Background: an optimization exercise with open tools, aiming at small area and a short achievable clock period. Do not read the settings as production practice. Function was checked by simulation only, so behaviour that the tests miss may differ from the original. The clock port is modelled as an ideal driver; clocking choices that lean on that would not hold on a real chip. Power and IR drop assume default switching activity.

==> design/flow/design.v <==
module rrc_filter #(
	parameter WIDTH = 9
)(
	input logic clk,
	input logic rst,
	input logic signed [WIDTH-1:0] filter_in,
	output logic signed [WIDTH-1:0] filter_out
);
  logic [8:0] sr0, sr1, sr2, sr3, sr4, sr5, sr6, sr7, sr8, sr9, sr10, sr11, sr12, sr13, sr14, sr15, sr16, sr17, sr18, sr19, sr20, sr21, sr22, sr23, sr24, sr25, sr26, sr27;
  always_ff @(posedge clk or posedge rst) begin
    if (rst) begin
      sr0 <= 9'h000;
      sr1 <= 9'h000;
      sr2 <= 9'h000;
      sr3 <= 9'h000;
      sr4 <= 9'h000;
      sr5 <= 9'h000;
      sr6 <= 9'h000;
      sr7 <= 9'h000;
      sr8 <= 9'h000;
      sr9 <= 9'h000;
      sr10 <= 9'h000;
      sr11 <= 9'h000;
      sr12 <= 9'h000;
      sr13 <= 9'h000;
      sr14 <= 9'h000;
      sr15 <= 9'h000;
      sr16 <= 9'h000;
      sr17 <= 9'h000;
      sr18 <= 9'h000;
      sr19 <= 9'h000;
      sr20 <= 9'h000;
      sr21 <= 9'h000;
      sr22 <= 9'h000;
      sr23 <= 9'h000;
      sr24 <= 9'h000;
      sr25 <= 9'h000;
      sr26 <= 9'h000;
      sr27 <= 9'h000;
    end else begin
      sr0 <= filter_in;
      sr1 <= sr0;
      sr2 <= sr1;
      sr3 <= sr2;
      sr4 <= sr3;
      sr5 <= sr4;
      sr6 <= sr5;
      sr7 <= sr6;
      sr8 <= sr7;
      sr9 <= sr8;
      sr10 <= sr9;
      sr11 <= sr10;
      sr12 <= sr11;
      sr13 <= sr12;
      sr14 <= sr13;
      sr15 <= sr14;
      sr16 <= sr15;
      sr17 <= sr16;
      sr18 <= sr17;
      sr19 <= sr18;
      sr20 <= sr19;
      sr21 <= sr20;
      sr22 <= sr21;
      sr23 <= sr22;
      sr24 <= sr23;
      sr25 <= sr24;
      sr26 <= sr25;
      sr27 <= sr26;
    end
  end
  logic [9:0] t0;
  always_ff @(posedge clk or posedge rst) begin
    if (rst) t0 <= 10'd904;
    else t0 <= 10'd904 - {{1{filter_in[8]}}, filter_in};
  end
  logic [9:0] pv0;
  always_ff @(posedge clk or posedge rst) begin
    if (rst) pv0 <= 10'd0;
    else pv0 <= {sr11[8], sr11} + {sr13[8], sr13};
  end
  logic [28:0] cs3;
  logic [35:0] cs2;
  logic [34:0] cs1;
  wire n1 = ~sr26[0];
  wire s2, c3;
  rrc_fa u3 (.a(sr24[0]), .b(sr27[0]), .ci(n1), .s(s2), .co(c3));
  wire s4, c5;
  rrc_fa u5 (.a(sr16[0]), .b(sr18[0]), .ci(sr20[0]), .s(s4), .co(c5));
  wire s6, c7;
  rrc_fa u7 (.a(sr21[0]), .b(sr24[1]), .ci(sr27[1]), .s(s6), .co(c7));
  wire n8 = ~c3;
  wire s9, c10;
  rrc_fa u10 (.a(sr23[0]), .b(sr26[1]), .ci(n8), .s(s9), .co(c10));
  wire n11 = ~s6;
  wire s12, c13;
  rrc_fa u13 (.a(s4), .b(n11), .ci(s9), .s(s12), .co(c13));
  wire s14, c15;
  rrc_fa u15 (.a(sr15[0]), .b(sr16[1]), .ci(sr18[1]), .s(s14), .co(c15));
  wire s16, c17;
  rrc_fa u17 (.a(sr20[1]), .b(sr23[1]), .ci(sr26[2]), .s(s16), .co(c17));
  wire s18, c19;
  rrc_fa u19 (.a(sr21[1]), .b(sr24[2]), .ci(sr27[2]), .s(s18), .co(c19));
  wire n20 = ~c7;
  wire s21, c22;
  rrc_fa u22 (.a(c5), .b(n20), .ci(s14), .s(s21), .co(c22));
  wire n23 = ~s18;
  wire s24, c25;
  rrc_fa u25 (.a(s16), .b(n23), .ci(c10), .s(s24), .co(c25));
  wire s26, c27;
  rrc_fa u27 (.a(s21), .b(c13), .ci(s24), .s(s26), .co(c27));
  wire s28, c29;
  rrc_fa u29 (.a(sr15[1]), .b(sr16[0]), .ci(sr16[2]), .s(s28), .co(c29));
  wire s30, c31;
  rrc_fa u31 (.a(sr17[0]), .b(sr18[2]), .ci(sr20[2]), .s(s30), .co(c31));
  wire s32, c33;
  rrc_fa u33 (.a(sr18[0]), .b(sr21[2]), .ci(sr24[3]), .s(s32), .co(c33));
  wire n34 = ~sr27[3];
  wire s35, c36;
  rrc_fa u36 (.a(sr23[2]), .b(sr26[3]), .ci(n34), .s(s35), .co(c36));
  wire n37 = ~c19;
  wire s38, c39;
  rrc_fa u39 (.a(c15), .b(c17), .ci(n37), .s(s38), .co(c39));
  wire s40, c41;
  rrc_fa u41 (.a(s28), .b(s30), .ci(s35), .s(s40), .co(c41));
  wire n42 = ~s32;
  wire s43, c44;
  rrc_fa u44 (.a(n42), .b(c22), .ci(s38), .s(s43), .co(c44));
  wire s45, c46;
  rrc_fa u46 (.a(s40), .b(c25), .ci(s43), .s(s45), .co(c46));
  wire s47, c48;
  rrc_fa u48 (.a(sr15[2]), .b(sr16[1]), .ci(sr16[3]), .s(s47), .co(c48));
  wire s49, c50;
  rrc_fa u50 (.a(sr17[1]), .b(sr18[3]), .ci(sr20[3]), .s(s49), .co(c50));
  wire s51, c52;
  rrc_fa u52 (.a(sr18[1]), .b(sr21[3]), .ci(sr24[4]), .s(s51), .co(c52));
  wire n53 = ~sr27[4];
  wire s54, c55;
  rrc_fa u55 (.a(sr23[3]), .b(sr26[4]), .ci(n53), .s(s54), .co(c55));
  wire s56, c57;
  rrc_fa u57 (.a(c29), .b(c31), .ci(c36), .s(s56), .co(c57));
  wire s58, c59;
  rrc_fa u59 (.a(s47), .b(s49), .ci(s54), .s(s58), .co(c59));
  wire n60 = ~c39;
  wire s61, c62;
  rrc_fa u62 (.a(c33), .b(s51), .ci(n60), .s(s61), .co(c62));
  wire s63, c64;
  rrc_fa u64 (.a(c41), .b(s56), .ci(s58), .s(s63), .co(c64));
  wire n65 = ~s61;
  wire s66, c67;
  rrc_fa u67 (.a(c44), .b(n65), .ci(s63), .s(s66), .co(c67));
  wire s68, c69;
  rrc_fa u69 (.a(sr15[3]), .b(sr16[2]), .ci(sr16[4]), .s(s68), .co(c69));
  wire s70, c71;
  rrc_fa u71 (.a(sr17[2]), .b(sr18[4]), .ci(sr20[4]), .s(s70), .co(c71));
  wire s72, c73;
  rrc_fa u73 (.a(sr15[0]), .b(sr18[2]), .ci(sr21[4]), .s(s72), .co(c73));
  wire n74 = ~sr24[5];
  wire s75, c76;
  rrc_fa u76 (.a(sr23[4]), .b(sr26[5]), .ci(n74), .s(s75), .co(c76));
  wire s77, c78;
  rrc_fa u78 (.a(c48), .b(c50), .ci(c55), .s(s77), .co(c78));
  wire s79, c80;
  rrc_fa u80 (.a(sr27[5]), .b(c52), .ci(s72), .s(s79), .co(c80));
  wire s81, c82;
  rrc_fa u82 (.a(s68), .b(s70), .ci(s75), .s(s81), .co(c82));
  wire s83, c84;
  rrc_fa u84 (.a(c57), .b(c59), .ci(s77), .s(s83), .co(c84));
  wire n85 = ~s81;
  wire s86, c87;
  rrc_fa u87 (.a(s79), .b(n85), .ci(c62), .s(s86), .co(c87));
  wire n88 = ~s86;
  wire s89, c90;
  rrc_fa u90 (.a(c64), .b(s83), .ci(n88), .s(s89), .co(c90));
  wire s91, c92;
  rrc_fa u92 (.a(sr15[4]), .b(sr16[3]), .ci(sr16[5]), .s(s91), .co(c92));
  wire s93, c94;
  rrc_fa u94 (.a(sr17[3]), .b(sr18[5]), .ci(sr20[5]), .s(s93), .co(c94));
  wire s95, c96;
  rrc_fa u96 (.a(sr15[1]), .b(sr18[3]), .ci(sr21[5]), .s(s95), .co(c96));
  wire n97 = ~sr24[6];
  wire s98, c99;
  rrc_fa u99 (.a(sr23[5]), .b(sr26[6]), .ci(n97), .s(s98), .co(c99));
  wire s100, c101;
  rrc_fa u101 (.a(c69), .b(c71), .ci(c76), .s(s100), .co(c101));
  wire s102, c103;
  rrc_fa u103 (.a(sr27[6]), .b(c73), .ci(s95), .s(s102), .co(c103));
  wire s104, c105;
  rrc_fa u105 (.a(s91), .b(s93), .ci(s98), .s(s104), .co(c105));
  wire s106, c107;
  rrc_fa u107 (.a(c78), .b(c82), .ci(s100), .s(s106), .co(c107));
  wire n108 = ~s104;
  wire s109, c110;
  rrc_fa u110 (.a(c80), .b(s102), .ci(n108), .s(s109), .co(c110));
  wire n111 = ~s109;
  wire s112, c113;
  rrc_fa u113 (.a(c84), .b(s106), .ci(n111), .s(s112), .co(c113));
  wire s114, c115;
  rrc_fa u115 (.a(sr15[5]), .b(sr16[4]), .ci(sr16[6]), .s(s114), .co(c115));
  wire s116, c117;
  rrc_fa u117 (.a(sr17[4]), .b(sr18[6]), .ci(sr20[6]), .s(s116), .co(c117));
  wire s118, c119;
  rrc_fa u119 (.a(sr15[2]), .b(sr18[4]), .ci(sr21[6]), .s(s118), .co(c119));
  wire n120 = ~sr24[7];
  wire s121, c122;
  rrc_fa u122 (.a(sr23[6]), .b(sr26[7]), .ci(n120), .s(s121), .co(c122));
  wire s123, c124;
  rrc_fa u124 (.a(c92), .b(c94), .ci(c99), .s(s123), .co(c124));
  wire s125, c126;
  rrc_fa u126 (.a(sr27[7]), .b(c96), .ci(s118), .s(s125), .co(c126));
  wire s127, c128;
  rrc_fa u128 (.a(s114), .b(s116), .ci(s121), .s(s127), .co(c128));
  wire s129, c130;
  rrc_fa u130 (.a(c101), .b(c105), .ci(s123), .s(s129), .co(c130));
  wire n131 = ~s127;
  wire s132, c133;
  rrc_fa u133 (.a(c103), .b(s125), .ci(n131), .s(s132), .co(c133));
  wire n134 = ~c110;
  wire s135, c136;
  rrc_fa u136 (.a(c107), .b(s129), .ci(n134), .s(s135), .co(c136));
  wire s137, c138;
  rrc_fa u138 (.a(sr15[6]), .b(sr16[5]), .ci(sr16[7]), .s(s137), .co(c138));
  wire s139, c140;
  rrc_fa u140 (.a(sr17[5]), .b(sr18[7]), .ci(sr20[7]), .s(s139), .co(c140));
  wire s141, c142;
  rrc_fa u142 (.a(sr23[7]), .b(sr24[8]), .ci(sr27[8]), .s(s141), .co(c142));
  wire s143, c144;
  rrc_fa u144 (.a(sr15[3]), .b(sr18[5]), .ci(sr21[7]), .s(s143), .co(c144));
  wire s145, c146;
  rrc_fa u146 (.a(c115), .b(c117), .ci(c122), .s(s145), .co(c146));
  wire s147, c148;
  rrc_fa u148 (.a(sr26[8]), .b(c119), .ci(s143), .s(s147), .co(c148));
  wire s149, c150;
  rrc_fa u150 (.a(s137), .b(s139), .ci(s141), .s(s149), .co(c150));
  wire s151, c152;
  rrc_fa u152 (.a(c124), .b(c128), .ci(s145), .s(s151), .co(c152));
  wire n153 = ~s149;
  wire s154, c155;
  rrc_fa u155 (.a(c126), .b(s147), .ci(n153), .s(s154), .co(c155));
  wire n156 = ~c133;
  wire s157, c158;
  rrc_fa u158 (.a(c130), .b(s151), .ci(n156), .s(s157), .co(c158));
  wire s159, c160;
  rrc_fa u160 (.a(sr15[7]), .b(sr16[6]), .ci(sr17[6]), .s(s159), .co(c160));
  wire s161, c162;
  rrc_fa u162 (.a(sr15[4]), .b(sr16[8]), .ci(sr18[6]), .s(s161), .co(c162));
  wire s163, c164;
  rrc_fa u164 (.a(sr18[8]), .b(sr20[8]), .ci(sr23[8]), .s(s163), .co(c164));
  wire s165, c166;
  rrc_fa u166 (.a(sr21[8]), .b(c138), .ci(c140), .s(s165), .co(c166));
  wire n167 = ~c144;
  wire s168, c169;
  rrc_fa u169 (.a(c142), .b(n167), .ci(s159), .s(s168), .co(c169));
  wire n170 = ~c146;
  wire s171, c172;
  rrc_fa u172 (.a(s161), .b(s163), .ci(n170), .s(s171), .co(c172));
  wire n173 = ~c148;
  wire s174, c175;
  rrc_fa u175 (.a(c150), .b(s165), .ci(n173), .s(s174), .co(c175));
  wire n176 = ~s171;
  wire s177, c178;
  rrc_fa u178 (.a(s168), .b(c152), .ci(n176), .s(s177), .co(c178));
  wire n179 = ~c155;
  wire s180, c181;
  rrc_fa u181 (.a(s174), .b(n179), .ci(c158), .s(s180), .co(c181));
  wire s182, c183;
  rrc_fa u183 (.a(sr15[5]), .b(sr15[8]), .ci(sr18[7]), .s(s182), .co(c183));
  wire s184, c185;
  rrc_fa u185 (.a(sr16[7]), .b(sr17[7]), .ci(c160), .s(s184), .co(c185));
  wire s186, c187;
  rrc_fa u187 (.a(c162), .b(c164), .ci(s182), .s(s186), .co(c187));
  wire s188, c189;
  rrc_fa u189 (.a(c166), .b(c169), .ci(s184), .s(s188), .co(c189));
  wire n190 = ~c175;
  wire s191, c192;
  rrc_fa u192 (.a(s186), .b(c172), .ci(n190), .s(s191), .co(c192));
  wire n193 = ~s191;
  wire s194, c195;
  rrc_fa u195 (.a(s188), .b(c178), .ci(n193), .s(s194), .co(c195));
  wire s196, c197;
  rrc_fa u197 (.a(sr15[6]), .b(sr16[8]), .ci(sr17[8]), .s(s196), .co(c197));
  wire n198 = ~sr18[8];
  wire s199, c200;
  rrc_fa u200 (.a(n198), .b(c183), .ci(s196), .s(s199), .co(c200));
  wire n201 = ~c185;
  wire s202, c203;
  rrc_fa u203 (.a(n201), .b(c187), .ci(s199), .s(s202), .co(c203));
  wire n204 = ~c189;
  wire s205, c206;
  rrc_fa u206 (.a(n204), .b(s202), .ci(c192), .s(s205), .co(c206));
  wire s207, c208;
  rrc_fa u208 (.a(sr15[7]), .b(c197), .ci(c200), .s(s207), .co(c208));
  wire s209, c210;
  rrc_fa u210 (.a(cs3[1]), .b(sr11[0]), .ci(sr15[0]), .s(s209), .co(c210));
  wire s211, c212;
  rrc_fa u212 (.a(sr11[1]), .b(sr13[0]), .ci(sr15[1]), .s(s211), .co(c212));
  wire n213 = ~pv0[2];
  wire s214, c215;
  rrc_fa u215 (.a(n213), .b(cs3[2]), .ci(c210), .s(s214), .co(c215));
  wire s216, c217;
  rrc_fa u217 (.a(sr8[0]), .b(sr11[2]), .ci(sr13[1]), .s(s216), .co(c217));
  wire n218 = ~pv0[3];
  wire s219, c220;
  rrc_fa u220 (.a(sr15[2]), .b(n218), .ci(cs3[3]), .s(s219), .co(c220));
  wire s221, c222;
  rrc_fa u222 (.a(cs3[4]), .b(c212), .ci(s216), .s(s221), .co(c222));
  wire s223, c224;
  rrc_fa u224 (.a(s219), .b(c215), .ci(s221), .s(s223), .co(c224));
  wire s225, c226;
  rrc_fa u226 (.a(cs3[5]), .b(cs3[6]), .ci(sr8[1]), .s(s225), .co(c226));
  wire s227, c228;
  rrc_fa u228 (.a(sr11[3]), .b(sr13[2]), .ci(sr15[3]), .s(s227), .co(c228));
  wire s229, c230;
  rrc_fa u230 (.a(sr11[0]), .b(sr15[0]), .ci(pv0[0]), .s(s229), .co(c230));
  wire n231 = ~pv0[4];
  wire s232, c233;
  rrc_fa u233 (.a(n231), .b(c217), .ci(s225), .s(s232), .co(c233));
  wire n234 = ~s229;
  wire s235, c236;
  rrc_fa u236 (.a(s227), .b(c220), .ci(n234), .s(s235), .co(c236));
  wire s237, c238;
  rrc_fa u238 (.a(c222), .b(s232), .ci(s235), .s(s237), .co(c238));
  wire s239, c240;
  rrc_fa u240 (.a(sr8[2]), .b(sr11[4]), .ci(sr13[3]), .s(s239), .co(c240));
  wire s241, c242;
  rrc_fa u242 (.a(sr11[1]), .b(sr15[1]), .ci(pv0[1]), .s(s241), .co(c242));
  wire n243 = ~pv0[5];
  wire s244, c245;
  rrc_fa u245 (.a(sr15[4]), .b(n243), .ci(cs3[7]), .s(s244), .co(c245));
  wire s246, c247;
  rrc_fa u247 (.a(cs3[8]), .b(c226), .ci(c228), .s(s246), .co(c247));
  wire n248 = ~s239;
  wire s249, c250;
  rrc_fa u250 (.a(c230), .b(s241), .ci(n248), .s(s249), .co(c250));
  wire s251, c252;
  rrc_fa u252 (.a(s244), .b(c233), .ci(s246), .s(s251), .co(c252));
  wire n253 = ~s249;
  wire s254, c255;
  rrc_fa u255 (.a(c236), .b(n253), .ci(s251), .s(s254), .co(c255));
  wire s256, c257;
  rrc_fa u257 (.a(cs3[11]), .b(sr8[3]), .ci(sr11[5]), .s(s256), .co(c257));
  wire s258, c259;
  rrc_fa u259 (.a(sr13[0]), .b(sr13[4]), .ci(sr15[5]), .s(s258), .co(c259));
  wire s260, c261;
  rrc_fa u261 (.a(cs3[9]), .b(sr11[2]), .ci(sr15[2]), .s(s260), .co(c261));
  wire n262 = ~cs3[10];
  wire s263, c264;
  rrc_fa u264 (.a(pv0[2]), .b(pv0[6]), .ci(n262), .s(s263), .co(c264));
  wire n265 = ~c242;
  wire s266, c267;
  rrc_fa u267 (.a(c240), .b(n265), .ci(s256), .s(s266), .co(c267));
  wire n268 = ~s260;
  wire s269, c270;
  rrc_fa u270 (.a(s258), .b(c245), .ci(n268), .s(s269), .co(c270));
  wire n271 = ~c247;
  wire s272, c273;
  rrc_fa u273 (.a(s263), .b(n271), .ci(c250), .s(s272), .co(c273));
  wire s274, c275;
  rrc_fa u275 (.a(s266), .b(s269), .ci(c252), .s(s274), .co(c275));
  wire n276 = ~s272;
  wire s277, c278;
  rrc_fa u278 (.a(n276), .b(c255), .ci(s274), .s(s277), .co(c278));
  wire s279, c280;
  rrc_fa u280 (.a(cs3[13]), .b(sr8[4]), .ci(sr11[6]), .s(s279), .co(c280));
  wire s281, c282;
  rrc_fa u282 (.a(sr13[0]), .b(sr13[1]), .ci(sr13[5]), .s(s281), .co(c282));
  wire s283, c284;
  rrc_fa u284 (.a(cs3[12]), .b(sr11[3]), .ci(sr15[3]), .s(s283), .co(c284));
  wire n285 = ~pv0[3];
  wire s286, c287;
  rrc_fa u287 (.a(sr15[6]), .b(pv0[0]), .ci(n285), .s(s286), .co(c287));
  wire n288 = ~pv0[7];
  wire s289, c290;
  rrc_fa u290 (.a(n288), .b(cs3[14]), .ci(c257), .s(s289), .co(c290));
  wire n291 = ~c261;
  wire s292, c293;
  rrc_fa u293 (.a(c259), .b(n291), .ci(s279), .s(s292), .co(c293));
  wire n294 = ~s283;
  wire s295, c296;
  rrc_fa u296 (.a(s281), .b(s286), .ci(n294), .s(s295), .co(c296));
  wire n297 = ~c264;
  wire s298, c299;
  rrc_fa u299 (.a(n297), .b(c267), .ci(s289), .s(s298), .co(c299));
  wire s300, c301;
  rrc_fa u301 (.a(c270), .b(s292), .ci(s295), .s(s300), .co(c301));
  wire n302 = ~c273;
  wire s303, c304;
  rrc_fa u304 (.a(n302), .b(s298), .ci(s300), .s(s303), .co(c304));
  wire s305, c306;
  rrc_fa u306 (.a(cs3[16]), .b(sr8[5]), .ci(sr11[7]), .s(s305), .co(c306));
  wire s307, c308;
  rrc_fa u308 (.a(sr13[1]), .b(sr13[2]), .ci(sr13[6]), .s(s307), .co(c308));
  wire s309, c310;
  rrc_fa u310 (.a(sr11[4]), .b(sr15[4]), .ci(pv0[4]), .s(s309), .co(c310));
  wire n311 = ~pv0[8];
  wire s312, c313;
  rrc_fa u313 (.a(sr15[7]), .b(pv0[1]), .ci(n311), .s(s312), .co(c313));
  wire n314 = ~cs3[15];
  wire s315, c316;
  rrc_fa u316 (.a(cs3[17]), .b(n314), .ci(c280), .s(s315), .co(c316));
  wire n317 = ~c284;
  wire s318, c319;
  rrc_fa u319 (.a(c282), .b(c287), .ci(n317), .s(s318), .co(c319));
  wire s320, c321;
  rrc_fa u321 (.a(s305), .b(s307), .ci(s312), .s(s320), .co(c321));
  wire n322 = ~s309;
  wire s323, c324;
  rrc_fa u324 (.a(n322), .b(c290), .ci(c293), .s(s323), .co(c324));
  wire s325, c326;
  rrc_fa u326 (.a(s315), .b(c296), .ci(s318), .s(s325), .co(c326));
  wire s327, c328;
  rrc_fa u328 (.a(s320), .b(c299), .ci(s323), .s(s327), .co(c328));
  wire s329, c330;
  rrc_fa u330 (.a(c301), .b(s325), .ci(s327), .s(s329), .co(c330));
  wire s331, c332;
  rrc_fa u332 (.a(cs3[19]), .b(sr8[6]), .ci(sr13[2]), .s(s331), .co(c332));
  wire s333, c334;
  rrc_fa u334 (.a(sr13[3]), .b(sr13[7]), .ci(pv0[2]), .s(s333), .co(c334));
  wire s335, c336;
  rrc_fa u336 (.a(sr11[5]), .b(sr11[8]), .ci(sr15[5]), .s(s335), .co(c336));
  wire n337 = ~pv0[9];
  wire s338, c339;
  rrc_fa u339 (.a(sr15[8]), .b(pv0[5]), .ci(n337), .s(s338), .co(c339));
  wire s340, c341;
  rrc_fa u341 (.a(cs3[18]), .b(c306), .ci(c308), .s(s340), .co(c341));
  wire n342 = ~c310;
  wire s343, c344;
  rrc_fa u344 (.a(c313), .b(n342), .ci(s331), .s(s343), .co(c344));
  wire n345 = ~s333;
  wire s346, c347;
  rrc_fa u347 (.a(s335), .b(s338), .ci(n345), .s(s346), .co(c347));
  wire s348, c349;
  rrc_fa u349 (.a(c316), .b(c319), .ci(c321), .s(s348), .co(c349));
  wire n350 = ~s346;
  wire s351, c352;
  rrc_fa u352 (.a(s340), .b(s343), .ci(n350), .s(s351), .co(c352));
  wire s353, c354;
  rrc_fa u354 (.a(c324), .b(c326), .ci(s348), .s(s353), .co(c354));
  wire s355, c356;
  rrc_fa u356 (.a(s351), .b(c328), .ci(s353), .s(s355), .co(c356));
  wire s357, c358;
  rrc_fa u358 (.a(cs3[21]), .b(sr8[7]), .ci(sr13[3]), .s(s357), .co(c358));
  wire s359, c360;
  rrc_fa u360 (.a(sr11[6]), .b(sr13[8]), .ci(sr15[6]), .s(s359), .co(c360));
  wire n361 = ~pv0[6];
  wire s362, c363;
  rrc_fa u363 (.a(sr13[4]), .b(pv0[3]), .ci(n361), .s(s362), .co(c363));
  wire s364, c365;
  rrc_fa u365 (.a(cs3[20]), .b(c332), .ci(c334), .s(s364), .co(c365));
  wire s366, c367;
  rrc_fa u367 (.a(c336), .b(c339), .ci(s359), .s(s366), .co(c367));
  wire s368, c369;
  rrc_fa u369 (.a(s357), .b(s362), .ci(c341), .s(s368), .co(c369));
  wire n370 = ~c347;
  wire s371, c372;
  rrc_fa u372 (.a(c344), .b(s364), .ci(n370), .s(s371), .co(c372));
  wire n373 = ~s366;
  wire s374, c375;
  rrc_fa u375 (.a(n373), .b(c349), .ci(s368), .s(s374), .co(c375));
  wire s376, c377;
  rrc_fa u377 (.a(c352), .b(s371), .ci(c354), .s(s376), .co(c377));
  wire s378, c379;
  rrc_fa u379 (.a(cs3[22]), .b(sr13[4]), .ci(sr13[5]), .s(s378), .co(c379));
  wire s380, c381;
  rrc_fa u381 (.a(sr8[8]), .b(sr11[7]), .ci(sr15[7]), .s(s380), .co(c381));
  wire n382 = ~pv0[4];
  wire s383, c384;
  rrc_fa u384 (.a(pv0[7]), .b(n382), .ci(cs3[23]), .s(s383), .co(c384));
  wire n385 = ~c360;
  wire s386, c387;
  rrc_fa u387 (.a(c358), .b(c363), .ci(n385), .s(s386), .co(c387));
  wire n388 = ~s378;
  wire s389, c390;
  rrc_fa u390 (.a(s380), .b(n388), .ci(s383), .s(s389), .co(c390));
  wire n391 = ~c367;
  wire s392, c393;
  rrc_fa u393 (.a(c365), .b(n391), .ci(s386), .s(s392), .co(c393));
  wire n394 = ~s389;
  wire s395, c396;
  rrc_fa u396 (.a(c369), .b(n394), .ci(c372), .s(s395), .co(c396));
  wire s397, c398;
  rrc_fa u398 (.a(s392), .b(c375), .ci(s395), .s(s397), .co(c398));
  wire s399, c400;
  rrc_fa u400 (.a(sr11[8]), .b(sr13[5]), .ci(sr13[6]), .s(s399), .co(c400));
  wire s401, c402;
  rrc_fa u402 (.a(cs3[25]), .b(cs3[26]), .ci(pv0[8]), .s(s401), .co(c402));
  wire n403 = ~cs3[24];
  wire s404, c405;
  rrc_fa u405 (.a(sr15[8]), .b(pv0[5]), .ci(n403), .s(s404), .co(c405));
  wire n406 = ~c381;
  wire s407, c408;
  rrc_fa u408 (.a(c379), .b(n406), .ci(s399), .s(s407), .co(c408));
  wire n409 = ~s404;
  wire s410, c411;
  rrc_fa u411 (.a(s401), .b(c384), .ci(n409), .s(s410), .co(c411));
  wire n412 = ~c390;
  wire s413, c414;
  rrc_fa u414 (.a(c387), .b(s407), .ci(n412), .s(s413), .co(c414));
  wire n415 = ~s410;
  wire s416, c417;
  rrc_fa u417 (.a(n415), .b(c393), .ci(s413), .s(s416), .co(c417));
  wire s418, c419;
  rrc_fa u419 (.a(cs3[27]), .b(sr13[6]), .ci(sr13[7]), .s(s418), .co(c419));
  wire n420 = ~cs3[28];
  wire s421, c422;
  rrc_fa u422 (.a(pv0[6]), .b(pv0[9]), .ci(n420), .s(s421), .co(c422));
  wire n423 = ~c402;
  wire s424, c425;
  rrc_fa u425 (.a(c400), .b(n423), .ci(s418), .s(s424), .co(c425));
  wire s426, c427;
  rrc_fa u427 (.a(s421), .b(c405), .ci(c408), .s(s426), .co(c427));
  wire n428 = ~c411;
  wire s429, c430;
  rrc_fa u430 (.a(s424), .b(n428), .ci(s426), .s(s429), .co(c430));
  wire n431 = ~sr13[8];
  wire s432, c433;
  rrc_fa u433 (.a(sr13[7]), .b(pv0[7]), .ci(n431), .s(s432), .co(c433));
  wire s434, c435;
  rrc_fa u435 (.a(c419), .b(c422), .ci(s432), .s(s434), .co(c435));
  wire s436, c437;
  rrc_fa u437 (.a(c425), .b(s434), .ci(c427), .s(s436), .co(c437));
  wire n438 = ~sr13[8];
  wire s439, c440;
  rrc_fa u440 (.a(pv0[8]), .b(n438), .ci(c433), .s(s439), .co(c440));
  wire s441, c442;
  rrc_fa u442 (.a(c435), .b(s439), .ci(c437), .s(s441), .co(c442));
  wire s443, c444;
  rrc_fa u444 (.a(cs2[0]), .b(cs2[1]), .ci(sr2[0]), .s(s443), .co(c444));
  wire s445, c446;
  rrc_fa u446 (.a(cs2[3]), .b(sr0[1]), .ci(sr3[0]), .s(s445), .co(c446));
  wire s447, c448;
  rrc_fa u448 (.a(sr6[0]), .b(sr8[0]), .ci(sr10[0]), .s(s447), .co(c448));
  wire s449, c450;
  rrc_fa u450 (.a(cs2[2]), .b(sr2[1]), .ci(sr5[0]), .s(s449), .co(c450));
  wire n451 = ~c444;
  wire s452, c453;
  rrc_fa u453 (.a(n451), .b(s445), .ci(s447), .s(s452), .co(c453));
  wire s454, c455;
  rrc_fa u455 (.a(cs2[4]), .b(sr0[2]), .ci(sr3[1]), .s(s454), .co(c455));
  wire s456, c457;
  rrc_fa u457 (.a(sr6[1]), .b(sr8[1]), .ci(sr10[1]), .s(s456), .co(c457));
  wire n458 = ~sr11[0];
  wire s459, c460;
  rrc_fa u460 (.a(sr2[2]), .b(sr5[1]), .ci(n458), .s(s459), .co(c460));
  wire s461, c462;
  rrc_fa u462 (.a(cs2[5]), .b(c446), .ci(c448), .s(s461), .co(c462));
  wire n463 = ~c450;
  wire s464, c465;
  rrc_fa u465 (.a(n463), .b(s454), .ci(s456), .s(s464), .co(c465));
  wire n466 = ~s459;
  wire s467, c468;
  rrc_fa u468 (.a(n466), .b(c453), .ci(s461), .s(s467), .co(c468));
  wire s469, c470;
  rrc_fa u470 (.a(sr0[3]), .b(sr3[2]), .ci(sr6[2]), .s(s469), .co(c470));
  wire s471, c472;
  rrc_fa u472 (.a(sr8[2]), .b(sr10[0]), .ci(sr10[2]), .s(s471), .co(c472));
  wire s473, c474;
  rrc_fa u474 (.a(sr2[3]), .b(sr5[2]), .ci(sr8[0]), .s(s473), .co(c474));
  wire s475, c476;
  rrc_fa u476 (.a(sr11[1]), .b(cs2[6]), .ci(c455), .s(s475), .co(c476));
  wire n477 = ~c460;
  wire s478, c479;
  rrc_fa u479 (.a(c457), .b(n477), .ci(s469), .s(s478), .co(c479));
  wire n480 = ~s473;
  wire s481, c482;
  rrc_fa u482 (.a(s471), .b(n480), .ci(c462), .s(s481), .co(c482));
  wire s483, c484;
  rrc_fa u484 (.a(s475), .b(c465), .ci(s478), .s(s483), .co(c484));
  wire s485, c486;
  rrc_fa u486 (.a(s481), .b(c468), .ci(s483), .s(s485), .co(c486));
  wire s487, c488;
  rrc_fa u488 (.a(cs2[7]), .b(cs2[8]), .ci(sr0[4]), .s(s487), .co(c488));
  wire s489, c490;
  rrc_fa u490 (.a(sr3[3]), .b(sr6[3]), .ci(sr8[3]), .s(s489), .co(c490));
  wire s491, c492;
  rrc_fa u492 (.a(sr10[1]), .b(sr10[3]), .ci(sr11[2]), .s(s491), .co(c492));
  wire s493, c494;
  rrc_fa u494 (.a(sr2[4]), .b(sr5[3]), .ci(sr8[1]), .s(s493), .co(c494));
  wire n495 = ~c474;
  wire s496, c497;
  rrc_fa u497 (.a(c470), .b(c472), .ci(n495), .s(s496), .co(c497));
  wire s498, c499;
  rrc_fa u499 (.a(s487), .b(s489), .ci(s491), .s(s498), .co(c499));
  wire n500 = ~s493;
  wire s501, c502;
  rrc_fa u502 (.a(n500), .b(c476), .ci(c479), .s(s501), .co(c502));
  wire s503, c504;
  rrc_fa u504 (.a(s496), .b(s498), .ci(c482), .s(s503), .co(c504));
  wire s505, c506;
  rrc_fa u506 (.a(c484), .b(s501), .ci(s503), .s(s505), .co(c506));
  wire s507, c508;
  rrc_fa u508 (.a(sr0[5]), .b(sr3[4]), .ci(sr6[4]), .s(s507), .co(c508));
  wire s509, c510;
  rrc_fa u510 (.a(sr8[4]), .b(sr10[2]), .ci(sr10[4]), .s(s509), .co(c510));
  wire s511, c512;
  rrc_fa u512 (.a(sr2[5]), .b(sr5[4]), .ci(sr8[2]), .s(s511), .co(c512));
  wire n513 = ~sr11[0];
  wire s514, c515;
  rrc_fa u515 (.a(sr11[3]), .b(n513), .ci(cs2[9]), .s(s514), .co(c515));
  wire s516, c517;
  rrc_fa u517 (.a(cs2[10]), .b(c488), .ci(c490), .s(s516), .co(c517));
  wire n518 = ~c494;
  wire s519, c520;
  rrc_fa u520 (.a(c492), .b(n518), .ci(s507), .s(s519), .co(c520));
  wire n521 = ~s511;
  wire s522, c523;
  rrc_fa u523 (.a(s509), .b(n521), .ci(s514), .s(s522), .co(c523));
  wire s524, c525;
  rrc_fa u525 (.a(c497), .b(c499), .ci(s516), .s(s524), .co(c525));
  wire s526, c527;
  rrc_fa u527 (.a(s519), .b(s522), .ci(c502), .s(s526), .co(c527));
  wire s528, c529;
  rrc_fa u529 (.a(s524), .b(c504), .ci(s526), .s(s528), .co(c529));
  wire s530, c531;
  rrc_fa u531 (.a(sr0[6]), .b(sr3[5]), .ci(sr6[5]), .s(s530), .co(c531));
  wire s532, c533;
  rrc_fa u533 (.a(sr8[5]), .b(sr10[3]), .ci(sr10[5]), .s(s532), .co(c533));
  wire s534, c535;
  rrc_fa u535 (.a(sr2[6]), .b(sr5[5]), .ci(sr8[3]), .s(s534), .co(c535));
  wire n536 = ~sr11[1];
  wire s537, c538;
  rrc_fa u538 (.a(sr11[4]), .b(n536), .ci(cs2[11]), .s(s537), .co(c538));
  wire n539 = ~c512;
  wire s540, c541;
  rrc_fa u541 (.a(c508), .b(c510), .ci(n539), .s(s540), .co(c541));
  wire s542, c543;
  rrc_fa u543 (.a(s530), .b(s532), .ci(c515), .s(s542), .co(c543));
  wire n544 = ~s534;
  wire s545, c546;
  rrc_fa u546 (.a(n544), .b(s537), .ci(c517), .s(s545), .co(c546));
  wire s547, c548;
  rrc_fa u548 (.a(c520), .b(s540), .ci(c523), .s(s547), .co(c548));
  wire s549, c550;
  rrc_fa u550 (.a(s542), .b(s545), .ci(c525), .s(s549), .co(c550));
  wire s551, c552;
  rrc_fa u552 (.a(s547), .b(c527), .ci(s549), .s(s551), .co(c552));
  wire s553, c554;
  rrc_fa u554 (.a(cs2[14]), .b(sr0[7]), .ci(sr3[6]), .s(s553), .co(c554));
  wire s555, c556;
  rrc_fa u556 (.a(sr6[6]), .b(sr8[6]), .ci(sr10[4]), .s(s555), .co(c556));
  wire s557, c558;
  rrc_fa u558 (.a(sr2[7]), .b(sr5[6]), .ci(sr8[4]), .s(s557), .co(c558));
  wire n559 = ~sr11[2];
  wire s560, c561;
  rrc_fa u561 (.a(sr10[6]), .b(sr11[5]), .ci(n559), .s(s560), .co(c561));
  wire s562, c563;
  rrc_fa u563 (.a(cs2[12]), .b(cs2[13]), .ci(c531), .s(s562), .co(c563));
  wire n564 = ~c535;
  wire s565, c566;
  rrc_fa u566 (.a(c533), .b(n564), .ci(s553), .s(s565), .co(c566));
  wire s567, c568;
  rrc_fa u568 (.a(s555), .b(c538), .ci(s560), .s(s567), .co(c568));
  wire n569 = ~s557;
  wire s570, c571;
  rrc_fa u571 (.a(n569), .b(c541), .ci(s562), .s(s570), .co(c571));
  wire s572, c573;
  rrc_fa u573 (.a(c543), .b(s565), .ci(s567), .s(s572), .co(c573));
  wire s574, c575;
  rrc_fa u575 (.a(c546), .b(s570), .ci(c548), .s(s574), .co(c575));
  wire s576, c577;
  rrc_fa u577 (.a(s572), .b(c550), .ci(s574), .s(s576), .co(c577));
  wire s578, c579;
  rrc_fa u579 (.a(cs2[15]), .b(cs2[16]), .ci(sr2[8]), .s(s578), .co(c579));
  wire s580, c581;
  rrc_fa u581 (.a(sr3[7]), .b(sr6[7]), .ci(sr8[7]), .s(s580), .co(c581));
  wire s582, c583;
  rrc_fa u583 (.a(sr10[5]), .b(sr10[7]), .ci(sr11[6]), .s(s582), .co(c583));
  wire s584, c585;
  rrc_fa u585 (.a(sr0[8]), .b(sr5[7]), .ci(sr8[5]), .s(s584), .co(c585));
  wire s586, c587;
  rrc_fa u587 (.a(c554), .b(c556), .ci(c561), .s(s586), .co(c587));
  wire s588, c589;
  rrc_fa u589 (.a(sr11[3]), .b(c558), .ci(s584), .s(s588), .co(c589));
  wire s590, c591;
  rrc_fa u591 (.a(s578), .b(s580), .ci(s582), .s(s590), .co(c591));
  wire s592, c593;
  rrc_fa u593 (.a(c563), .b(c566), .ci(s586), .s(s592), .co(c593));
  wire n594 = ~s588;
  wire s595, c596;
  rrc_fa u596 (.a(c568), .b(s590), .ci(n594), .s(s595), .co(c596));
  wire s597, c598;
  rrc_fa u598 (.a(c571), .b(s592), .ci(c573), .s(s597), .co(c598));
  wire s599, c600;
  rrc_fa u600 (.a(s595), .b(c575), .ci(s597), .s(s599), .co(c600));
  wire s601, c602;
  rrc_fa u602 (.a(cs2[18]), .b(sr5[8]), .ci(sr10[6]), .s(s601), .co(c602));
  wire s603, c604;
  rrc_fa u604 (.a(sr3[8]), .b(sr6[8]), .ci(sr8[6]), .s(s603), .co(c604));
  wire s605, c606;
  rrc_fa u606 (.a(sr8[8]), .b(sr10[8]), .ci(sr11[4]), .s(s605), .co(c606));
  wire s607, c608;
  rrc_fa u608 (.a(sr11[7]), .b(cs2[17]), .ci(c579), .s(s607), .co(c608));
  wire n609 = ~c585;
  wire s610, c611;
  rrc_fa u611 (.a(c581), .b(c583), .ci(n609), .s(s610), .co(c611));
  wire n612 = ~s601;
  wire s613, c614;
  rrc_fa u614 (.a(s603), .b(s605), .ci(n612), .s(s613), .co(c614));
  wire s615, c616;
  rrc_fa u616 (.a(c587), .b(s607), .ci(c591), .s(s615), .co(c616));
  wire n617 = ~s610;
  wire s618, c619;
  rrc_fa u619 (.a(c589), .b(n617), .ci(s613), .s(s618), .co(c619));
  wire s620, c621;
  rrc_fa u621 (.a(c593), .b(s615), .ci(c596), .s(s620), .co(c621));
  wire n622 = ~s618;
  wire s623, c624;
  rrc_fa u624 (.a(n622), .b(c598), .ci(s620), .s(s623), .co(c624));
  wire s625, c626;
  rrc_fa u626 (.a(sr8[7]), .b(sr11[5]), .ci(sr11[8]), .s(s625), .co(c626));
  wire s627, c628;
  rrc_fa u628 (.a(cs2[19]), .b(sr10[7]), .ci(cs2[20]), .s(s627), .co(c628));
  wire n629 = ~c604;
  wire s630, c631;
  rrc_fa u631 (.a(cs2[21]), .b(c602), .ci(n629), .s(s630), .co(c631));
  wire n632 = ~s627;
  wire s633, c634;
  rrc_fa u634 (.a(c606), .b(s625), .ci(n632), .s(s633), .co(c634));
  wire s635, c636;
  rrc_fa u636 (.a(c608), .b(c611), .ci(s630), .s(s635), .co(c636));
  wire n637 = ~c616;
  wire s638, c639;
  rrc_fa u639 (.a(c614), .b(s633), .ci(n637), .s(s638), .co(c639));
  wire n640 = ~c619;
  wire s641, c642;
  rrc_fa u642 (.a(s635), .b(n640), .ci(c621), .s(s641), .co(c642));
  wire s643, c644;
  rrc_fa u644 (.a(cs2[22]), .b(cs2[23]), .ci(sr8[8]), .s(s643), .co(c644));
  wire s645, c646;
  rrc_fa u646 (.a(sr10[8]), .b(sr11[6]), .ci(c626), .s(s645), .co(c646));
  wire s647, c648;
  rrc_fa u648 (.a(s643), .b(c628), .ci(c631), .s(s647), .co(c648));
  wire n649 = ~c636;
  wire s650, c651;
  rrc_fa u651 (.a(s645), .b(c634), .ci(n649), .s(s650), .co(c651));
  wire n652 = ~s647;
  wire s653, c654;
  rrc_fa u654 (.a(n652), .b(c639), .ci(s650), .s(s653), .co(c654));
  wire n655 = ~sr11[7];
  wire s656, c657;
  rrc_fa u657 (.a(cs2[24]), .b(n655), .ci(cs2[25]), .s(s656), .co(c657));
  wire s658, c659;
  rrc_fa u659 (.a(cs2[26]), .b(c644), .ci(s656), .s(s658), .co(c659));
  wire n660 = ~c646;
  wire s661, c662;
  rrc_fa u662 (.a(n660), .b(s658), .ci(c648), .s(s661), .co(c662));
  wire s663, c664;
  rrc_fa u664 (.a(cs2[27]), .b(sr11[8]), .ci(cs2[28]), .s(s663), .co(c664));
  wire s665, c666;
  rrc_fa u666 (.a(cs2[29]), .b(c657), .ci(s663), .s(s665), .co(c666));
  wire s667, c668;
  rrc_fa u668 (.a(c659), .b(s665), .ci(c662), .s(s667), .co(c668));
  wire s669, c670;
  rrc_fa u670 (.a(cs2[30]), .b(cs2[31]), .ci(c664), .s(s669), .co(c670));
  wire n671 = ~cs2[33];
  wire s672, c673;
  rrc_fa u673 (.a(cs2[34]), .b(cs2[35]), .ci(n671), .s(s672), .co(c673));
  wire n674 = ~cs1[1];
  wire n675 = ~cs1[2];
  wire n676 = ~t0[9];
  wire n677 = ~cs1[19];
  wire n678 = ~cs1[23];
  wire n679 = ~cs1[25];
  wire n680 = ~cs1[26];
  wire n681 = ~cs1[20];
  wire n682 = ~cs1[28];
  wire s683, c684;
  rrc_ha u684 (.a(cs1[0]), .b(t0[0]), .s(s683), .co(c684));
  wire s685, c686;
  rrc_fa u686 (.a(t0[1]), .b(n675), .ci(cs1[3]), .s(s685), .co(c686));
  wire s687, c688;
  rrc_fa u688 (.a(cs1[5]), .b(t0[2]), .ci(cs1[4]), .s(s687), .co(c688));
  wire s689, c690;
  rrc_ha u690 (.a(cs1[6]), .b(t0[3]), .s(s689), .co(c690));
  wire s691, c692;
  rrc_fa u692 (.a(cs1[8]), .b(t0[4]), .ci(cs1[7]), .s(s691), .co(c692));
  wire s693, c694;
  rrc_fa u694 (.a(t0[5]), .b(cs1[9]), .ci(cs1[10]), .s(s693), .co(c694));
  wire s695, c696;
  rrc_fa u696 (.a(cs1[11]), .b(cs1[12]), .ci(t0[6]), .s(s695), .co(c696));
  wire s697, c698;
  rrc_fa u698 (.a(cs1[13]), .b(cs1[14]), .ci(t0[7]), .s(s697), .co(c698));
  wire s699, c700;
  rrc_fa u700 (.a(cs1[15]), .b(cs1[16]), .ci(t0[8]), .s(s699), .co(c700));
  wire s701, c702;
  rrc_fa u702 (.a(cs1[18]), .b(cs1[17]), .ci(n676), .s(s701), .co(c702));
  wire s703, c704;
  rrc_fa u704 (.a(cs1[21]), .b(n677), .ci(n681), .s(s703), .co(c704));
  wire s705, c706;
  rrc_fa u706 (.a(cs1[20]), .b(cs1[22]), .ci(n678), .s(s705), .co(c706));
  wire s707, c708;
  rrc_fa u708 (.a(cs1[24]), .b(n679), .ci(n680), .s(s707), .co(c708));
  wire n709 = ~cs1[27];
  wire s710, c711;
  rrc_fa u711 (.a(cs1[29]), .b(cs1[30]), .ci(n682), .s(s710), .co(c711));
  wire s712, c713;
  rrc_fa u713 (.a(cs1[31]), .b(cs1[32]), .ci(cs1[28]), .s(s712), .co(c713));
  wire n714 = ~cs1[33];
  always_ff @(posedge clk or posedge rst) begin
    if (rst) cs3 <= 29'b00001100101101100010110011101;
    else cs3 <= {c208, sr15[8], c206, s207, c203, s205, c195, s194, c181, s180, s177, s157, c136, s154, s135, c113, s132, c90, s112, c87, s89, c67, s66, c46, s45, c27, s26, s12, s2};
  end
  always_ff @(posedge clk or posedge rst) begin
    if (rst) cs2 <= 36'b000111101000111001111100000110000001;
    else cs2 <= {c442, c440, pv0[9], s441, s436, c430, c417, s429, c414, c398, s416, c396, s397, c377, s376, c356, s374, s355, c330, s329, c304, c278, s303, c275, s277, s254, c238, s237, c224, s223, s214, s211, s209, pv0[1], pv0[0], cs3[0]};
  end
  always_ff @(posedge clk or posedge rst) begin
    if (rst) cs1 <= 35'b01110011101010001111000101010011010;
    else cs1 <= {c673, s672, c670, cs2[32], c668, s669, c666, s667, c654, c651, s661, s653, c642, s641, c624, s638, s623, c600, s599, c577, s576, c552, s551, c529, s528, c506, s505, c486, s485, s467, s464, s452, s449, s443, sr0[0]};
  end
  wire [18:0] fa_ = {1'b1, cs1[34], n714, s712, s710, n709, s707, s705, s703, s701, s699, s697, s695, s693, s691, s689, s687, s685, n674};
  wire [18:0] fb_ = {1'b0, cs1[33], c713, c711, cs1[27], c708, c706, c704, c702, c700, c698, c696, c694, c692, c690, c688, c686, c684, s683};
  wire [18:0] sum_ = fa_ + fb_;
  wire ovf_ = (sum_[18] != sum_[16]) || (sum_[17] != sum_[16]);
  wire [8:0] y_ = ovf_ ? (sum_[18] ? 9'h100 : 9'h0ff) : sum_[16:8];
  always_ff @(posedge clk or posedge rst) begin
    if (rst) filter_out <= 9'd0;
    else filter_out <= y_;
  end
endmodule
module rrc_fa (input logic a, input logic b, input logic ci, output logic s, output logic co);
  assign s = a ^ b ^ ci;
  assign co = (a & b) | (a & ci) | (b & ci);
endmodule
module rrc_carry8 (input logic [7:0] a, input logic [7:0] b, output logic co);
  wire [8:0] t = {1'b0, a} + {1'b0, b};
  assign co = t[8];
endmodule
module rrc_hsat (input logic [10:0] a, input logic [10:0] b, input logic ci, output logic [8:0] y);
  wire [11:0] t2 = {a, ci} + {b, ci};
  wire [10:0] t = t2[11:1];
  wire ovf = (t[10] != t[8]) || (t[9] != t[8]);
  assign y = ovf ? (t[10] ? 9'h100 : 9'h0ff) : t[8:0];
endmodule
module rrc_fa1 (input logic a, input logic b, output logic s, output logic co);
  assign s = ~(a ^ b);
  assign co = a | b;
endmodule
module rrc_ha (input logic a, input logic b, output logic s, output logic co);
  assign s = a ^ b;
  assign co = a & b;
endmodule
==> design/flow/flow/run.sh <==
#!/bin/bash
# Own layout flow: the standard ORFS flow (standard.sh, unchanged synthesis), with
#  - timing repair aimed below the design's period (SETUP_SLACK_MARGIN; the SDC is unchanged),
#  - port buffers of a normal buffer cell rather than the smallest one,
#  - after CTS, the clock port drives the tree's branch buffers directly, split in two (flow/flatten_clock_root.tcl).
# Each step's full log is kept by ORFS under orfs/logs/; make's own output goes to flow.log.
set -uo pipefail
here=$(pwd)
bash standard.sh SETUP_SLACK_MARGIN=7.45 "BUFFER_PORTS_ARGS=-buffer_cell sky130_fd_sc_hd__buf_2" \
  "POST_CTS_TCL=$here/flow/flatten_clock_root.tcl" finish > flow.log 2>&1
==> design/flow/flow/flatten_clock_root.tcl <==
# POST_CTS hook. CTS builds root buffer -> branch buffers -> leaf buffers -> registers.
# 1. Drop the root buffer: the clock port then feeds the branch buffers directly.
set block [ord::get_db_block]
set clknet [$block findNet clk]

proc loads_of {net} {
  set l {}
  foreach it [$net getITerms] { if {[$it isInputSignal]} { lappend l $it } }
  return $l
}
proc out_net {inst} {
  foreach it [$inst getITerms] { if {[$it isOutputSignal]} { return [$it getNet] } }
  return ""
}

set roots [loads_of $clknet]
puts "clock hook: clock port feeds [llength $roots] cell(s)"
if {[llength $roots] == 1} {
  set root [[lindex $roots 0] getInst]
  set out [out_net $root]
  set loads [loads_of $out]
  if {[llength $loads] <= 4 && [llength $loads] > 0} {
    foreach it $loads {
      set pname "[[$it getInst] getName]/[[$it getMTerm] getName]"
      disconnect_pin [$out getName] $pname
      connect_pin clk $pname
    }
    set rname [$root getName]
    set oname [$out getName]
    delete_instance $rname
    delete_net $oname
    puts "clock hook: removed root $rname"
  }
}

set branches [loads_of $clknet]
set nsplit [expr {4 / max(1, [llength $branches])}]
if {[llength $branches] <= 2} {
  set k 0
  foreach bit $branches {
    set b [$bit getInst]
    set bnet [out_net $b]
    set leaves [loads_of $bnet]
    if {[llength $leaves] < 4} continue
    # split the leaves in two halves along the wider spread of their positions
    set pts {}
    foreach it $leaves {
      set li [$it getInst]
      set loc [$li getLocation]
      lappend pts [list $it [lindex $loc 0] [lindex $loc 1]]
    }
    set xs [lmap p $pts {lindex $p 1}]
    set ys [lmap p $pts {lindex $p 2}]
    set dx [expr {[tcl::mathfunc::max {*}$xs] - [tcl::mathfunc::min {*}$xs]}]
    set dy [expr {[tcl::mathfunc::max {*}$ys] - [tcl::mathfunc::min {*}$ys]}]
    set idx [expr {$dx >= $dy ? 1 : 2}]
    set pts [lsort -integer -index $idx $pts]
    set half [expr {[llength $pts] / 2}]
    set moved [lrange $pts $half end]
    set master [[$b getMaster] getName]
    set nname "clkhook_split_${k}"
    set netname "clkhook_net_${k}"
    incr k
    set newnet [odb::dbNet_create $block $netname]
    $newnet setSigType CLOCK
    set inst [odb::dbInst_create $block [[ord::get_db] findMaster $master] $nname]
    set sx 0; set sy 0
    foreach p $moved { set sx [expr {$sx + [lindex $p 1]}]; set sy [expr {$sy + [lindex $p 2]}] }
    set n [llength $moved]
    $inst setLocation [expr {$sx / $n}] [expr {$sy / $n}]
    $inst setPlacementStatus PLACED
    [$inst findITerm A] connect $clknet
    [$inst findITerm X] connect $newnet
    foreach p $moved {
      set it [lindex $p 0]
      $it disconnect
      $it connect $newnet
    }
    # move the original branch buffer to the centroid of the leaves it keeps
    set sx 0; set sy 0
    set kept [lrange $pts 0 [expr {$half - 1}]]
    foreach p $kept { set sx [expr {$sx + [lindex $p 1]}]; set sy [expr {$sy + [lindex $p 2]}] }
    set n [llength $kept]
    $b setLocation [expr {$sx / $n}] [expr {$sy / $n}]
    puts "clock hook: split [$b getName] ([llength $leaves] leaves) into two"
  }
  detailed_placement
  check_placement -verbose
}
estimate_parasitics -placement
report_clock_latency
==> design/flow/standard.sh <==
#!/bin/bash
# synth_recipe.tcl (not shown) runs the flow's synth.tcl, then flattens the netlist and writes it again
# the make line also repeats each setting of config.mk as NAME=value (left out here)
make -C /OpenROAD-flow-scripts/flow DESIGN_CONFIG=/design/flow/config.mk WORK_HOME=/design/flow/orfs CLKGATE_MAP_FILE= SYNTH_SCRIPT=/design/flow/synth_recipe.tcl "${@:-finish}"
==> design/flow/config.mk <==
export PLATFORM = sky130hd
export DESIGN_NAME = rrc_filter
export DESIGN_NICKNAME = rrc_filter
export VERILOG_FILES = /design/flow/design.v
export SDC_FILE = /design/flow/constraint.sdc
export NUM_CORES = 4
export LEC_CHECK = 0
export ABC_CLOCK_PERIOD_IN_PS = 800
export CAP_MARGIN = 20
export CORE_MARGIN = 2
export CORE_UTILIZATION = 70
export CTS_BUF_LIST = sky130_fd_sc_hd__clkbuf_16
export CTS_CLUSTER_DIAMETER = 90
export CTS_CLUSTER_SIZE = 32
export GPL_ROUTABILITY_DRIVEN = 0
export GPL_TIMING_DRIVEN = 1
export PLACE_DENSITY = 0.75
export SLEW_MARGIN = 20
export SYNTH_HIERARCHICAL = 1
==> design/flow/constraint.sdc <==
create_clock -name core_clock -period 10.5 [get_ports {clk}]
set_input_delay 2.1000 -clock core_clock [delete_from_list [all_inputs] [get_ports {clk}]]
set_output_delay 2.1000 -clock core_clock [all_outputs]
set_load 0.01 [all_outputs]
==> flow_summary.toml, run 1 <==
[outcome]
run_status = "complete, no violations"

[cts]
tritoncts_clock_tree = "done"
source_to_sink_clock_delay_at_the_later_pin_of_the_worst_skew_pair_ns = 0.34
clock_pin_slew_reported_for_the_worst_setup_and_hold_paths_after_clock_tree_synthesis_ns = 0.12
numClockSinks = 378

[flow_run]
max_cap_violations = 0

[logic_synthesis]
syn_nets = 1305
post_synth.cell_area_avg_sq_um = 17.9
asyncSetResetFlopFracSynth = 1.00
yosys_warnings = 7
post_synthesis_cells = 968
synth_ff_type = "dfrtp_1"
post_synth_instance_area_sq_mm = 0.0173
ys_ff_latch = 378
synth.distinct_cells = 51
synth_sequential_area_ratio = 0.550
synth-edff-count = 0

[cells_and_area]
multiInputGateArea_sq_mm = 0.00731
area_growth_syn_to_fin_pct = 7.13
num-fill-cells = 1385
final-seq-area_sq_mm = 0.00955
antenna_cells_inserted = 0
finish.utilization = 0.763
commonest_cells_after_routing_fill_and_taps_aside = "dfrtp_1 (305), fa_1 (295), inv_1 (134)"
finish.instance_area_sq_mm = 0.0186
drive_above_1_share = 0.153
layout.cells.most_common = "dfrtp_1"
final_nets = 1364

[global_route]
antenna_found_initial = 0
grt_first_pass_wirelength_um = 49500
globalRouteMet2Util = 0.439
grt.busiest_layer = "met2"
globalRouteMet3Util = 0.0331
grt_start_max_net_pins = 85
overflow = 0
grt.met1_usage = 0.372
gr-usage-all-layers = 0.258
first_global_vias = 9003

[sta]
min_period_over_period = 0.285
timing.final.setup_violations = 0
max_freq_ghz = 0.335
timing_max_transition_violations_final = 0
fin_tns_setup_ns = 0
worst_slew_margin_rel = 0.538
final_hold_viol_count = 0
final_period_minus_worst_setup_slack_ns = 2.99
timing_worst_slew_pin_value_ns = 0.692
timing.clock.skew_ns = 0.0277
setup_repair_after_global_routing_missed_its_margin = "no"

[worst_setup_path]
crit_path_max_fanout = 6
worst_path_dominant_cell_family = "adder cells"
critical_path_buf_inv_count = 0
critical_path_class = "reg2reg"
crit_path_cell_trace = "fa_1, fa_1, fa_1, fa_1, fa_1"
reg_to_reg_critical_path_endpoint = "cs2[18]"
cp_common_cell = "fa_1"
arrival_ns = 3.26
critPathLaunchType = "flop"
worst-path-stages = 5
reg2reg_slack_ns = 7.51
rr_worst_depth = 5
endpoint = "cs2[18]"
startpoint = "sr11[7]"
worst-endpoint-required_ns = 10.77
cp_slowest_stage_delay_ns = 0.54
timing.rr.start = "sr11[7]"
setup.worst_path.end_class = "flop"
timing.critical_path.slowest_stage_cell = "dfrtp_2"

[detailed_routing]
drt_wl_total_um = 29900
initial_drt_pass_iterations = 4
wl_per_cell_um = 22.0
drc = 0
drtAntennaViolNets = 0
vias = 7329
drt-vias-per-instance = 5.39
drt-initial-drc-count = 406

[placement]
placed_area_sq_mm = 0.0178
half_perimeter_wire_length_of_the_detailed_placement_result_um = 22100
numPortBuffers = 19

[floorplan]
fp.dieH_um = 161
die_x_um = 161
initial_util = 0.713
placementRows = 57
die-area_sq_mm = 0.0260
ios = 20
core_sq_mm = 0.0243

[pwr]
power_density_relative_to_cell_area_mw_per_mm2 = 311
leakage_nw = 8.21
ir_drop_v = 0.000320
finalPower_mw = 5.78

[worst_hold_path]
hold_path_class = "reg2reg"
timing.hold.worst_path_depth = 0
## Yosys stat by module (local to each module, per instance)
module | times used | flops+latches | cells inside
rrc_filter | 1 | 378 | 670
rrc_ha | 2 | 0 | 1
rrc_fa | 296 | 0 | 1
## registers in the layout (all words and copies together) (netlist names), 10 cells and up
register  cells
cs2          36
cs1          34
pv0          10
cs3          29
## area by class of cell, clock buffers not listed
cell class / count / share of cell area
sequential: 378 / 0.514
timing repair inverter: 2 / 0.000674
buffer: 2 / 0.00270
timing repair buffer: 42 / 0.0188
tap: 324 / 0.0218
clock inverter: 11 / 0.00263
multi-input combinational: 459 / 0.394
inverter: 128 / 0.0264
## power breakdown
| part | total [mW] | leakage (nW) | internal, mW | switching (mW) |
|---|---|---|---|---|
| logic | 3.03 | 3.63 | 1.37 | 1.67 |
| registers | 2.05 | 4.33 | 1.87 | 0.182 |
| clock network | 0.695 | 0.252 | 0.286 | 0.408 |
| total | 5.78 | 8.21 | 3.52 | 2.26 |
## logic make-up (layout without fill, tap and decap cells)
family          count (synthesis)  after routing  share of synthesized area
xor+xnor                       22             22                     0.0122
compound gates                 75             75                     0.0341
flops                         378            378                      0.550
simple gates                   36             36                     0.0110
buf+inv                       131            199                     0.0292
fa+ha+maj                     326            326                      0.364
## synth_stat cells (2+ instances only)
cell | number | share of area
nor3_1 | 7 | 0.0020
o21ai_0 | 7 | 0.0020
nand2b_1 | 2 | 0.00072
nor2_1 | 5 | 0.0011
o21a_1 | 2 | 0.00087
a21oi_2 | 2 | 0.0010
xor2_1 | 9 | 0.0045
nand2_1 | 9 | 0.0019
dfstp_2 | 52 | 0.079
nand4_1 | 4 | 0.0014
o21ai_2 | 3 | 0.0015
a211oi_1 | 3 | 0.0013
and3_1 | 2 | 0.00072
xnor2_1 | 12 | 0.0061
or3_1 | 2 | 0.00072
a31oi_1 | 3 | 0.0011
dfrtp_1 | 326 | 0.47
a21o_1 | 7 | 0.0030
inv_1 | 127 | 0.028
ha_1 | 29 | 0.021
fa_1 | 297 | 0.34
o21ai_1 | 4 | 0.0012
o21bai_1 | 3 | 0.0013
a21oi_1 | 24 | 0.0069
## per-stage QoR
step           hold WS (ns)  setup slack (ns)  std cells
5_1_grt               0.355              7.44       1360
3_5_place_dp          0.335              5.77       1311
6_report              0.346              7.51       1360
3_3_place_gp          0.332              5.87       1311
2_1_floorplan         0.331              3.36        968
## worst reg2reg max path, stage by stage (launching register included)
cell and delay (ns):
dfrtp_2 0.54, fa_1 0.49, fa_1 0.46, fa_1 0.52, fa_1 0.43, fa_1 0.49
## routing by layer
metal / share of wire / vias to the layer above / wire, um
li1: - / 3080 / -
met5: 0 / - / 0
met4: 0.023 / 0 / 698
met3: 0.031 / 45 / 920
met1: 0.42 / 4093 / 12500
met2: 0.53 / 111 / 15800
## how the worst min path moves through the flow
stage	start	end	slack (ns)
6_report	sr25[1]	sr26[1]	0.35
3_5_place_dp	sr9[0]	sr10[0]	0.33
3_3_place_gp	sr9[8]	sr10[8]	0.33
2_1_floorplan	sr9[0]	sr10[0]	0.33
5_1_grt	sr12[2]	sr13[2]	0.36
==> run 2: changes to the inputs <==
--- a/design/flow/config.mk
+++ b/design/flow/config.mk
@@ -14,4 +14,2 @@
 export CTS_CLUSTER_SIZE = 32
-export GPL_ROUTABILITY_DRIVEN = 0
-export GPL_TIMING_DRIVEN = 1
 export PLACE_DENSITY = 0.75
==> flow_summary.toml, run 2 <==
[global_route]
overflow = 0
first_global_vias = 9003
grt.busiest_layer = "met2"
globalRouteMet3Util = 0.0331
grt.met1_usage = 0.372
antenna_found_initial = 0
grt_start_max_net_pins = 85
gr-usage-all-layers = 0.258
globalRouteMet2Util = 0.439
grt_first_pass_wirelength_um = 49500

[cells_and_area]
area_growth_syn_to_fin_pct = 7.13
largestRegisters = "cs2 x36, cs1 x34, cs3 x29"
num-fill-cells = 1385
largest-register = "cs2"
largest_register_ffs = 36
drive_above_1_share = 0.153
antenna_cells_inserted = 0
finish.utilization = 0.763
layout.cells.most_common = "dfrtp_1"
final_nets = 1364
commonest_cells_after_routing_fill_and_taps_aside = "dfrtp_1 (305), fa_1 (295), inv_1 (134)"

[sta]
max_freq_ghz = 0.335
timing.final.setup_violations = 0
final_period_minus_worst_setup_slack_ns = 2.99
worst_slew_margin_rel = 0.538
setup_repair_after_global_routing_missed_its_margin = "no"
final.hold.worst_slack_ns = 0.346
timing_worst_slew_pin_value_ns = 0.692
post-route-worst-setup-slack_ns = 7.51
min_period_over_period = 0.285
final_hold_viol_count = 0
timing.clock.skew_ns = 0.0277
fin_tns_setup_ns = 0
timing_max_transition_violations_final = 0

[worst_setup_path]
timing.critical_path.slowest_stage_cell = "dfrtp_2"
setup.worst_path.end_class = "flop"
critPathLaunchType = "flop"
crit_path_max_fanout = 6
worst-endpoint-required_ns = 10.77
cp_slowest_stage_delay_ns = 0.54
arrival_ns = 3.26
critical_path_class = "reg2reg"
cp_common_cell = "fa_1"
crit_path_cell_trace = "fa_1, fa_1, fa_1, fa_1, fa_1"

[cts]
tritoncts_clock_tree = "done"
source_to_sink_clock_delay_at_the_later_pin_of_the_worst_skew_pair_ns = 0.34
numClockSinks = 378
clock_pin_slew_reported_for_the_worst_setup_and_hold_paths_after_clock_tree_synthesis_ns = 0.12

[logic_synthesis]
ys_ff_latch = 378
synthMostInstantiatedCell = "dfrtp_1"
asyncSetResetFlopFracSynth = 1.00
synth.distinct_cells = 51
netlist_top_cells_area = "dfrtp_1 (47%), fa_1 (34%), dfstp_2 (7.9%)"
yosys_warnings = 7
synth_ff_type = "dfrtp_1"
post_synthesis_cells = 968
synth_sequential_area_ratio = 0.550
yosysTopAreaCell = "dfrtp_1"
synth_commonest_cells = "dfrtp_1 (326), fa_1 (297), inv_1 (127)"
post_synth_instance_area_sq_mm = 0.0173
synth-edff-count = 0
syn_nets = 1305
post_synth.cell_area_avg_sq_um = 17.9
synth_largest_type_area_fraction = 0.471

[floorplan]
die-area_sq_mm = 0.0260
ios = 20
initial_util = 0.713
placementRows = 57
core_sq_mm = 0.0243
fp.dieH_um = 161
die_x_um = 161

[pwr]
pwr-share-seq = 0.355
ir_drop_v = 0.000320
leakage_nw = 8.21
power.share.switching = 0.390
cell_internal_power_dissipation_mw = 3.52
power_density_relative_to_cell_area_mw_per_mm2 = 311
power.clock.fraction = 0.120
p_comb_frac = 0.525
total_switching_power_mw = 2.26

[detailed_routing]
initial_drt_pass_iterations = 4
wl_per_cell_um = 22.0
drt-initial-drc-count = 406
drc = 0
drt-vias-per-instance = 5.39
drt_wl_total_um = 29900
drtAntennaViolNets = 0
vias = 7329

[flow_run]
max_cap_violations = 0

[worst_hold_path]
hold_path_class = "reg2reg"

[placement]
routabilityCongestion = 0.899
numPortBuffers = 19
pre_cts_slack_ns = 5.77
half_perimeter_wire_length_of_the_detailed_placement_result_um = 22100

[outcome]
run_status = "complete, no violations"
run 2: path summary, 6_finish.rpt:
check	start	slack, ns	endpoint	depth (start not counted)
max in group asynchronous	rst	7.73	cs3[20]	4
max reg2reg	sr11[7]	7.51	cs2[18]	5
min in group asynchronous	rst	1.87	sr23[7]	2
max	sr11[7]	7.51	cs2[18]	5
min reg2reg	sr25[1]	0.35	sr26[1]	0
min	sr25[1]	0.35	sr26[1]	0
run 2: cells by family after synthesis:
| logic type | share of synthesized area |
|---|---|
| DFF | 0.550 |
| adders and majority gates | 0.364 |
| buffers and inverters | 0.0292 |
| AOI/OAI and AO/OA | 0.0341 |
| and+or+nand+nor | 0.0110 |
| xor gates and xnor gates | 0.0122 |
run 2: modules after synthesis (local to each module, per instance):
module,flip-flops and latches,cells
rrc_filter,378,670
rrc_fa,0,1
rrc_ha,0,1
run 2: area by class of cell, clock buffers not listed:
cell class                 instances  area [sq um]  area share
tap                              324           405      0.0218
inverter                         128           489      0.0264
multi-input combinational        459          7310       0.394
sequential                       378          9550       0.514
timing repair buffer              42           349      0.0188
buffer                             2          50.0     0.00270
clock inverter                    11          48.8     0.00263
timing repair inverter             2          12.5    0.000674
run 2: power groups by stage:
stage	Sequential [mW]	Combinational [mW]	Clock [mW]
3_5_place_dp	2.09	3.04	0
5_1_grt	2.09	3.48	0.766
3_3_place_gp	2.08	2.92	0
2_1_floorplan	2.04	2.34	0
6_report	2.05	3.03	0.695
run 2: stage by stage:
step           std cells  cell area [sq um]  total power, mW
2_1_floorplan        968              17300             4.37
3_3_place_gp        1311              17800             4.99
3_5_place_dp        1311              17800             5.13
5_1_grt             1360              18600             6.33
6_report            1360              18600             5.78
run 2: critical path: cells and delay by family, from the launching register on:
kind	cells	cell delay, ns
adders and majority gates	5	2.39
DFF	1	0.54
run 2: routing by layer:
metal,up-vias,share of wire
li1,3080,-
met1,4093,0.42
met2,111,0.53
met3,45,0.031
met4,0,0.023
met5,-,0

## separate check: timing with driven ports
The results above use ideal ports. As a check the final layouts listed here were re-extracted and re-timed, cells and wires unchanged.
Step 1: set_driving_cell puts a clkbuf_16 on clk and a buf_2 on each other input, an assumption about the parent block.
Step 2 moves the port delays by t, midway between the first and last clock arrival at a register: inputs arrive t later, outputs are due t later. That takes back most of the time a late clock gives input paths.
Three values: no drivers, after step 1, after step 2; two values: the first two.
run	t, ns	slack for setup (ns)	worst setup path after step 2	latest minus earliest clock arrival (ns)
run 1	0.425	7.512 / 7.470 / 7.235	input to register	0.034 / 0.034
run 2	0.425	7.512 / 7.470 / 7.235	input to register	0.034 / 0.034
After both steps every run listed still meets setup and hold.
